Source: an optimization exercise on an open RTL-to-GDS flow (aim: small area). Production flows keep margins and buffers that such runs may drop. At most, simulation tests tie the RTL to the original design; equivalence was not proved. Power and IR drop assume default switching activity.

==> inputs of trial 32 <==
Design clock_route_control_div, start of the top module:
module clock_route_control_div(
	input  wire clock,
	input  wire async_resetn,
	input  wire async_enable,
	output  reg async_enable_ack,
	input  wire async_update,
	output wire async_update_ack,
	input  wire [7:0] mfi,
	input  wire [7:0] mfn,
	input  wire [7:0] mfd,
	output wire control_path_data0_or_gate,
	output wire control_path_data1_and_gate
);
==> module clock_route_control_div, before the edit <==
module clock_route_control_div(
	input  wire clock,
	input  wire async_resetn,
	input  wire async_enable,
	output  reg async_enable_ack,
	input  wire async_update,
	output wire async_update_ack,
	input  wire [7:0] mfi,
	input  wire [7:0] mfn,
	input  wire [7:0] mfd,
	output wire control_path_data0_or_gate,
	output wire control_path_data1_and_gate
);
reg en_s1, enable, up_s1, update, update_prev;
reg [7:0] mfi_int, mfn_int, mfd_int;
reg [7:0] rem_s;   
reg remainder_overflow;
reg counter_in_1;
reg data1_clk, pre_data0_clk;
reg [7:0] ratio_samp;
genvar i;
wire update_edge = update & ~update_prev;
assign async_update_ack = update_prev;
reg [7:0] count_n;   
wire [7:0] cnt = ~count_n;
wire [7:0] addend = mfn_int & {8{counter_in_1}};
wire [8:0] ca;
wire [7:0] sum;
assign ca[0] = remainder_overflow & counter_in_1;
wire [8:0] cs;
wire [7:0] dm1;
assign cs[0] = 1'b0;
generate for (i = 0; i < 8; i = i + 1) begin : g_acc
	assign sum[i] = rem_s[i] ^ addend[i] ^ ca[i];
	assign ca[i+1] = (rem_s[i] & addend[i]) | (ca[i] & (rem_s[i] ^ addend[i]));
	assign dm1[i] = sum[i] ^ ~mfd_int[i] ^ cs[i];
	assign cs[i+1] = (sum[i] & ~mfd_int[i]) | (cs[i] & (sum[i] ^ ~mfd_int[i]));
end endgenerate
wire gt = cs[8];
wire take = counter_in_1 & gt;
wire [7:0] rem_next = take ? dm1 : sum;
wire ovf_next = counter_in_1 ? gt : remainder_overflow;
wire [8:0] ci;
wire [7:0] podf;
assign ci[0] = remainder_overflow;
generate for (i = 0; i < 8; i = i + 1) begin : g_podf
	assign podf[i] = mfi_int[i] ^ ci[i];
	assign ci[i+1] = mfi_int[i] & ci[i];
end endgenerate
wire podf_is_1 = (mfi_int[7:1] == 7'd0) & (mfi_int[0] ^ remainder_overflow);
wire load = podf_is_1 | (async_enable_ack & counter_in_1 & enable);
wire [8:0] bd;
wire [7:0] cm1_n;    
assign bd[0] = 1'b1;
generate for (i = 0; i < 8; i = i + 1) begin : g_dec
	assign cm1_n[i] = count_n[i] ^ bd[i];
	assign bd[i+1] = count_n[i] & bd[i];
end endgenerate
wire [7:0] cm1 = ~cm1_n;
wire cnt_zero = bd[8];
wire [7:0] shortx = {1'b0, ratio_samp[7:1]};
wire [8:0] g1;
assign g1[0] = 1'b0;
generate for (i = 0; i < 8; i = i + 1) begin : g_cmp1
	assign g1[i+1] = (cnt[i] & ~shortx[i]) | (g1[i] & (cnt[i] | ~shortx[i]));
end endgenerate
wire d1_next = g1[8];
wire [8:0] g2;
assign g2[0] = 1'b0;
generate for (i = 0; i < 8; i = i + 1) begin : g_cmp2
	assign g2[i+1] = (cm1[i] & ~shortx[i]) | (g2[i] & (cm1[i] | ~shortx[i]));
end endgenerate
wire d0_next = ratio_samp[0] ? (g2[8] & ~cnt_zero) : g1[8];
always @(posedge clock or negedge async_resetn)
begin
	if (~async_resetn) begin
		en_s1 <= 1'b0; enable <= 1'b0;
		up_s1 <= 1'b0; update <= 1'b0; update_prev <= 1'b0;
		mfi_int <= 8'd0; mfn_int <= 8'd0; mfd_int <= 8'd0;
		rem_s <= 8'd0; remainder_overflow <= 1'b0;
		async_enable_ack <= 1'b0;
		counter_in_1 <= 1'b1;
		count_n <= 8'hff;
		ratio_samp <= 8'd0;
		data1_clk <= 1'b0; pre_data0_clk <= 1'b0;
	end else begin
		en_s1 <= async_enable; enable <= en_s1;
		up_s1 <= async_update; update <= up_s1; update_prev <= update;
		if (update_edge) begin
			mfi_int <= mfi; mfn_int <= mfn; mfd_int <= mfd;
		end
		rem_s <= update_edge ? {8{ovf_next}} : rem_next;
		if (counter_in_1) begin
			remainder_overflow <= gt;
			async_enable_ack <= enable;
			ratio_samp <= podf;
		end
		counter_in_1 <= podf_is_1 | (count_n == 8'hfd) | ~async_enable_ack;
		count_n <= load ? ~podf : (cm1_n | {8{~async_enable_ack}});
		data1_clk <= d1_next;
		pre_data0_clk <= d0_next;
	end
end
assign control_path_data0_or_gate = pre_data0_clk;
assign control_path_data1_and_gate = data1_clk;
endmodule
export LEC_CHECK = 0
export CAP_MARGIN = 20
export CORE_MARGIN = 2
export CORE_UTILIZATION = 40
export SLEW_MARGIN = 20
create_clock -name core_clock -period 5.0 [get_ports {clock}]
standard.sh (not shown) runs the stock make flow with config.mk's settings and CLKGATE_MAP_FILE= SYNTH_SCRIPT=/design/flow/synth_recipe.tcl, a recipe that flattens the netlist after the stock synthesis.
==> flow/flow/run.sh <==
#!/bin/bash
# Standard synthesis and layout; port buffers use the smallest buffer and
# the clock tree is built without dummy loads.
set -e
export BUFFER_PORTS_ARGS="-buffer_cell sky130_fd_sc_hd__buf_1"
export CTS_ARGS="-sink_clustering_enable -repair_clock_nets -dont_use_dummy_load -buf_list sky130_fd_sc_hd__clkbuf_4"
bash standard.sh > standard.log 2>&1
==> inputs of build 92, as changes to trial 32 <==
==> flow/design.v (replaced) <==
module clock_cell_dffr(
	input wire ck,
	input wire rn,
	input wire d,
	output wire out
);
reg out_reg;
assign out = out_reg;
always @(posedge ck or negedge rn)
begin
	if(!rn)
		out_reg <= 1'b0;
	else
		out_reg <= d;
end
endmodule
module clock_logic_cross_sync_0(
	input  wire clock,
	input  wire resetn,
	input  wire data_in,
	output wire data_out
);
wire data_metastable;
clock_cell_dffr clock_domain_cross_sync(
	.ck(clock),
	.rn(resetn),
	.d(data_in),
	.out(data_metastable)
);
clock_cell_dffr meta_stable_remover(
	.ck(clock),
	.rn(resetn),
	.d(data_metastable),
	.out(data_out)
);
endmodule
module clock_logic_delay_chain_0(
	input  wire clock,
	input  wire resetn,
	input  wire data_in,
	output wire data_delay_1,
	output wire data_delay_2,
	output wire data_delay_3,
	output wire data_delay_4
);
reg [4:1] delay;
assign data_delay_1 = delay[1];
assign data_delay_2 = delay[2];
assign data_delay_3 = delay[3];
assign data_delay_4 = delay[4];
always @(posedge clock or negedge resetn)
begin
	if(~resetn)
		delay <= 4'b0;
	else
		delay <= {delay[3:1], data_in};
end
endmodule
module clock_route_control_div(
	input  wire clock,
	input  wire async_resetn,
	input  wire async_enable,
	output  reg async_enable_ack,
	input  wire async_update,
	output wire async_update_ack,
	input  wire [7:0] mfi,
	input  wire [7:0] mfn,
	input  wire [7:0] mfd,
	output wire control_path_data0_or_gate,
	output wire control_path_data1_and_gate
);
wire	[7:0] podf_in_active;
reg	[7:0] ratio_samp;
reg	[7:0] count;
reg	counter_in_1;
wire	[7:0] short;
wire	[7:0] long;
reg	pre_data0_clk;
reg	data1_clk;
reg	[7:0] remainder;
reg	remainder_overflow;
wire	enable;
clock_logic_cross_sync_0  enable_sync(
	.clock(clock),
	.resetn(async_resetn),
	.data_in(async_enable),
	.data_out(enable)
);
always @(posedge clock or negedge async_resetn)
begin
	if(~async_resetn)
		async_enable_ack <= 1'b0;
	else if(counter_in_1)
		async_enable_ack <= enable;
end
wire update;
wire update_prev;
wire update_edge = ~update_prev & update;
clock_logic_cross_sync_0  update_sync(
	.clock(clock),
	.resetn(async_resetn),
	.data_in(async_update),
	.data_out(update)
);
clock_logic_delay_chain_0 update_delay(
	.clock(clock),
	.resetn(async_resetn),
	.data_in(update),
	.data_delay_1(update_prev)
);
assign async_update_ack = update_prev;
reg	[7:0] mfi_int;
reg	[7:0] mfd_int;
reg	[7:0] mfn_int;
always @(posedge clock or negedge async_resetn)
begin
	if(~async_resetn)
	begin
		mfi_int <= 8'h0;
		mfn_int <= 8'b0;
		mfd_int <= 8'b0;
	end
	else if(update_edge)
	begin
		mfi_int <= mfi;
		mfn_int <= mfn;
		mfd_int <= mfd;
	end
end
always @(posedge clock or negedge async_resetn)
begin
	if(~async_resetn)
		remainder <= 8'b0;
	else if(update_edge)
		remainder <= 8'b0;
	else if(counter_in_1)
		remainder <= (remainder + mfn_int) > mfd_int ? (remainder + mfn_int - mfd_int) : (remainder + mfn_int);
end
always @(posedge clock or negedge async_resetn)
begin
	if(~async_resetn)
		remainder_overflow <= 1'b0;
	else if(counter_in_1)
		remainder_overflow <= (remainder + mfn_int) > mfd_int ? 1 : 0;
end
assign podf_in_active = mfi_int + (remainder_overflow ? 1 : 0);
always @(posedge clock or negedge async_resetn)
begin
    if(~async_resetn)
        counter_in_1 <= 1'b1;
    else 
        counter_in_1 <= ((podf_in_active == 1) | (count == 2)) | (~async_enable_ack);
end
always @(posedge clock or negedge async_resetn)
begin
    if (~async_resetn) 
        count <= 8'b0;
    else if (podf_in_active == 1)
        count <= 8'b1;
    else if (~async_enable_ack)
        count <= 8'b0;
    else if (counter_in_1 & enable)
        count <= podf_in_active;
    else
        count <= count - 1'b1;
end
always @(posedge clock or negedge async_resetn)
begin
    if(~async_resetn)
        ratio_samp <= 8'b0;
    else if (counter_in_1)
        ratio_samp <= podf_in_active;
end
assign short = (ratio_samp) / 2;
assign long =  (ratio_samp + 1) / 2;
always @(posedge clock or negedge async_resetn)
begin
    if(~async_resetn)
        data1_clk <= 1'b0;
    else
        data1_clk <=  (count > short);
end
always @(posedge clock or negedge async_resetn)
begin
    if(~async_resetn)
        pre_data0_clk <= 1'b0;
    else
        pre_data0_clk <=  (count > long);
end
assign control_path_data0_or_gate = pre_data0_clk;
assign control_path_data1_and_gate = data1_clk;
endmodule
==> flow/run.sh (new file) <==
#!/bin/bash
# synth_recipe.tcl (not shown) runs the flow's synth.tcl, then flattens the netlist and writes it again
# the make line also repeats each setting of config.mk as NAME=value (left out here)
make -C /OpenROAD-flow-scripts/flow DESIGN_CONFIG=/design/flow/config.mk WORK_HOME=/design/flow/orfs CLKGATE_MAP_FILE= SYNTH_SCRIPT=/design/flow/synth_recipe.tcl finish
- CTS_BUF_LIST: not set -> sky130_fd_sc_hd__clkbuf_4
removed: flow/flow/run.sh
removed: flow/standard.sh
==> inputs of build 76, as changes to trial 32 <==
--- a/flow/design.v
+++ b/flow/design.v
@@ -79,8 +79,8 @@
 genvar i;
 wire update_edge = update & ~update_prev;
 assign async_update_ack = update_prev;
-reg [7:0] count_n;   
-wire [7:0] cnt = ~count_n;
+reg [7:0] count;
+wire [7:0] cnt = count;
 wire [7:0] addend = mfn_int & {8{counter_in_1}};
 wire [8:0] ca;
 wire [7:0] sum;
@@ -90,9 +90,9 @@
 assign cs[0] = 1'b0;
 generate for (i = 0; i < 8; i = i + 1) begin : g_acc
 	assign sum[i] = rem_s[i] ^ addend[i] ^ ca[i];
-	assign ca[i+1] = (rem_s[i] & addend[i]) | (ca[i] & (rem_s[i] ^ addend[i]));
+	assign ca[i+1] = (rem_s[i] & addend[i]) | (rem_s[i] & ca[i]) | (addend[i] & ca[i]);
 	assign dm1[i] = sum[i] ^ ~mfd_int[i] ^ cs[i];
-	assign cs[i+1] = (sum[i] & ~mfd_int[i]) | (cs[i] & (sum[i] ^ ~mfd_int[i]));
+	assign cs[i+1] = (sum[i] & ~mfd_int[i]) | (sum[i] & cs[i]) | (~mfd_int[i] & cs[i]);
 end endgenerate
 wire gt = cs[8];
 wire take = counter_in_1 & gt;
@@ -108,13 +108,12 @@
 wire podf_is_1 = (mfi_int[7:1] == 7'd0) & (mfi_int[0] ^ remainder_overflow);
 wire load = podf_is_1 | (async_enable_ack & counter_in_1 & enable);
 wire [8:0] bd;
-wire [7:0] cm1_n;    
+wire [7:0] cm1;
 assign bd[0] = 1'b1;
 generate for (i = 0; i < 8; i = i + 1) begin : g_dec
-	assign cm1_n[i] = count_n[i] ^ bd[i];
-	assign bd[i+1] = count_n[i] & bd[i];
+	assign cm1[i] = count[i] ^ bd[i];
+	assign bd[i+1] = ~count[i] & bd[i];
 end endgenerate
-wire [7:0] cm1 = ~cm1_n;
 wire cnt_zero = bd[8];
 wire [7:0] shortx = {1'b0, ratio_samp[7:1]};
 wire [8:0] g1;
@@ -138,7 +137,7 @@
 		rem_s <= 8'd0; remainder_overflow <= 1'b0;
 		async_enable_ack <= 1'b0;
 		counter_in_1 <= 1'b1;
-		count_n <= 8'hff;
+		count <= 8'd0;
 		ratio_samp <= 8'd0;
 		data1_clk <= 1'b0; pre_data0_clk <= 1'b0;
 	end else begin
@@ -153,8 +152,8 @@
 			async_enable_ack <= enable;
 			ratio_samp <= podf;
 		end
-		counter_in_1 <= podf_is_1 | (count_n == 8'hfd) | ~async_enable_ack;
-		count_n <= load ? ~podf : (cm1_n | {8{~async_enable_ack}});
+		counter_in_1 <= podf_is_1 | (count == 8'd2) | ~async_enable_ack;
+		count <= load ? podf : (cm1 & {8{async_enable_ack}});
 		data1_clk <= d1_next;
 		pre_data0_clk <= d0_next;
 	end
==> flow/flow/run.sh (replaced) <==
#!/bin/bash
# Standard synthesis and layout, with three changes to how the layout is made:
# the combinational logic is re-mapped for area before floorplanning
# (flow/restructure.tcl), port buffers use the smallest buffer, and the
# clock tree is built without dummy loads.
set -e
mkdir -p rmp_work
export PRE_FLOORPLAN_TCL=$PWD/flow/restructure.tcl
export BUFFER_PORTS_ARGS="-buffer_cell sky130_fd_sc_hd__buf_1"
export CTS_ARGS="-sink_clustering_enable -repair_clock_nets -dont_use_dummy_load -buf_list sky130_fd_sc_hd__clkbuf_4"
bash standard.sh > standard.log 2>&1
==> flow/flow/filter_lib.py (new file) <==
#!/usr/bin/env python3
"""Write a copy of a liberty file without the cells that match the given
don't-use patterns (shell-style), so that ABC inside restructure cannot pick them."""
import fnmatch, re, sys

src, dst = sys.argv[1], sys.argv[2]
patterns = sys.argv[3].split()
text = open(src).read()
out = []
pos = 0
dropped = []
for m in re.finditer(r'\n(\s*)cell\s*\(\s*"?([\w]+)"?\s*\)\s*\{', text):
    if m.start() < pos:
        continue
    name = m.group(2)
    if not any(fnmatch.fnmatchcase(name, p) for p in patterns):
        continue
    # find the matching closing brace
    depth = 0
    i = m.end() - 1
    while True:
        c = text[i]
        if c == '{':
            depth += 1
        elif c == '}':
            depth -= 1
            if depth == 0:
                break
        i += 1
    out.append(text[pos:m.start()])
    pos = i + 1
    dropped.append(name)
out.append(text[pos:])
open(dst, 'w').write(''.join(out))
print("filter_lib: dropped %d cells: %s" % (len(dropped), ' '.join(dropped)))
==> flow/flow/restructure.tcl (new file) <==
# PRE_FLOORPLAN hook: re-map the combinational logic of the standard
# synthesis netlist for area with OpenROAD's restructure (ABC). Registers,
# their names and cell types are left as synthesis made them. ABC gets a
# copy of the library without the platform's don't-use cells.
set work [file dirname $::env(FLOW_OUT)]
set lib [lindex $::env(LIB_FILES) 0]
set rlib $work/rmp_lib.lib
exec python3 $work/flow/filter_lib.py $lib $rlib $::env(DONT_USE_CELLS) >@ stdout
set_dont_use $::env(DONT_USE_CELLS)
report_design_area
restructure -target area -liberty_file $rlib \
  -tielo_port sky130_fd_sc_hd__conb_1/LO -tiehi_port sky130_fd_sc_hd__conb_1/HI \
  -work_dir $work/rmp_work -abc_logfile $work/rmp_abc.log
report_design_area
- CORE_UTILIZATION: 40 -> 65
- SETUP_SLACK_MARGIN: not set -> -0.3
==> results.txt <==
| metric | build 92 | trial 32 | build 76 |
|---|---|---|---|
| Final min period | 3.52 ns | 4.83 ns | 4.66 ns |
| Weighted congestion at the end of routability-driven global placement | 0.828 | 0.839 | 0.838 |
| Worst slew slack as a fraction of its limit | 50.2% | 32.1% | 32.7% |
| Most repeated cell in the gate-level netlist after synthesis | dfrtp_1 | nand2_1 | - |
| Status | complete, no violations | complete, no violations | complete, no violations |
| Starting DRC count in detailed routing | 80 | 62 | 244 |
| Reported leakage power | 1.81 nW | 1.57 nW | 1.24 nW |
| Routed wl met2 | 3880 um | 2520 um | 2650 um |
| Cell-internal power | 1.53 mW | 1.33 mW | 1.12 mW |
| Worst setup skew after layout | 0.0131 ns | 0.0308 ns | 0.0126 ns |
| Clk_buf instances | 11 | 9 | 9 |
| Non-clock buffer share | 7.79% | 5.15% | 4.82% |
| Worst-path clk slew | 0.10 ns | 0.09 ns | 0.08 ns |
| WP buf/inv | 0 | 2 | 1 |
| Final critical-path share of the clock period | 70.5% | 96.7% | 93.2% |
| Width of the chip | 98.8 um | 90.8 um | 69.3 um |
| Number of standard-cell rows in the floorplan | 34 | 31 | 23 |
| Flop pwr share | 28.7% | 32.6% | 36.8% |
| Die Outline Area | 9760 um2 | 8240 um2 | 4800 um2 |
| Share of the final layout cell area in sequential cells | 35.3% | 43.3% | 47.6% |
| Placed cell area | 4010 um2 | 3260 um2 | 2980 um2 |
Function not checked in trial 32: the RTL went through the layout flow alone.

==> afterwards: timing with drivers on the ports <==
The flow's constraints put no driver on any port. The routed layouts listed below were extracted and timed again, unchanged, in two steps. Step 1 (the two cells are an assumption about what drives the block):
set clk [get_ports {clock}]
set_driving_cell -lib_cell sky130_fd_sc_hd__clkbuf_16 $clk
set_driving_cell -lib_cell sky130_fd_sc_hd__buf_2 [delete_from_list [all_inputs] $clk]
Step 2 also shifts input and output timing later by t, the mid clock arrival at the registers, as if the neighbouring blocks saw the same clock. a / b / c = ideal ports / drivers / drivers and shift; a / b = the first two.
run | t, ns | setup WS [ns] | worst setup path after step 2 | worst register clock-pin slew, ns
trial 32 | 0.427 | 0.167 / 0.167 / 0.167 | register to register | 0.11 / 0.11
build 92 | 0.418 | 1.475 / 1.475 / 1.475 | register to register | 0.10 / 0.10
build 76 | 0.410 | 0.338 / 0.338 / 0.338 | register to register | 0.09 / 0.09
After both steps every run listed still meets setup and hold.
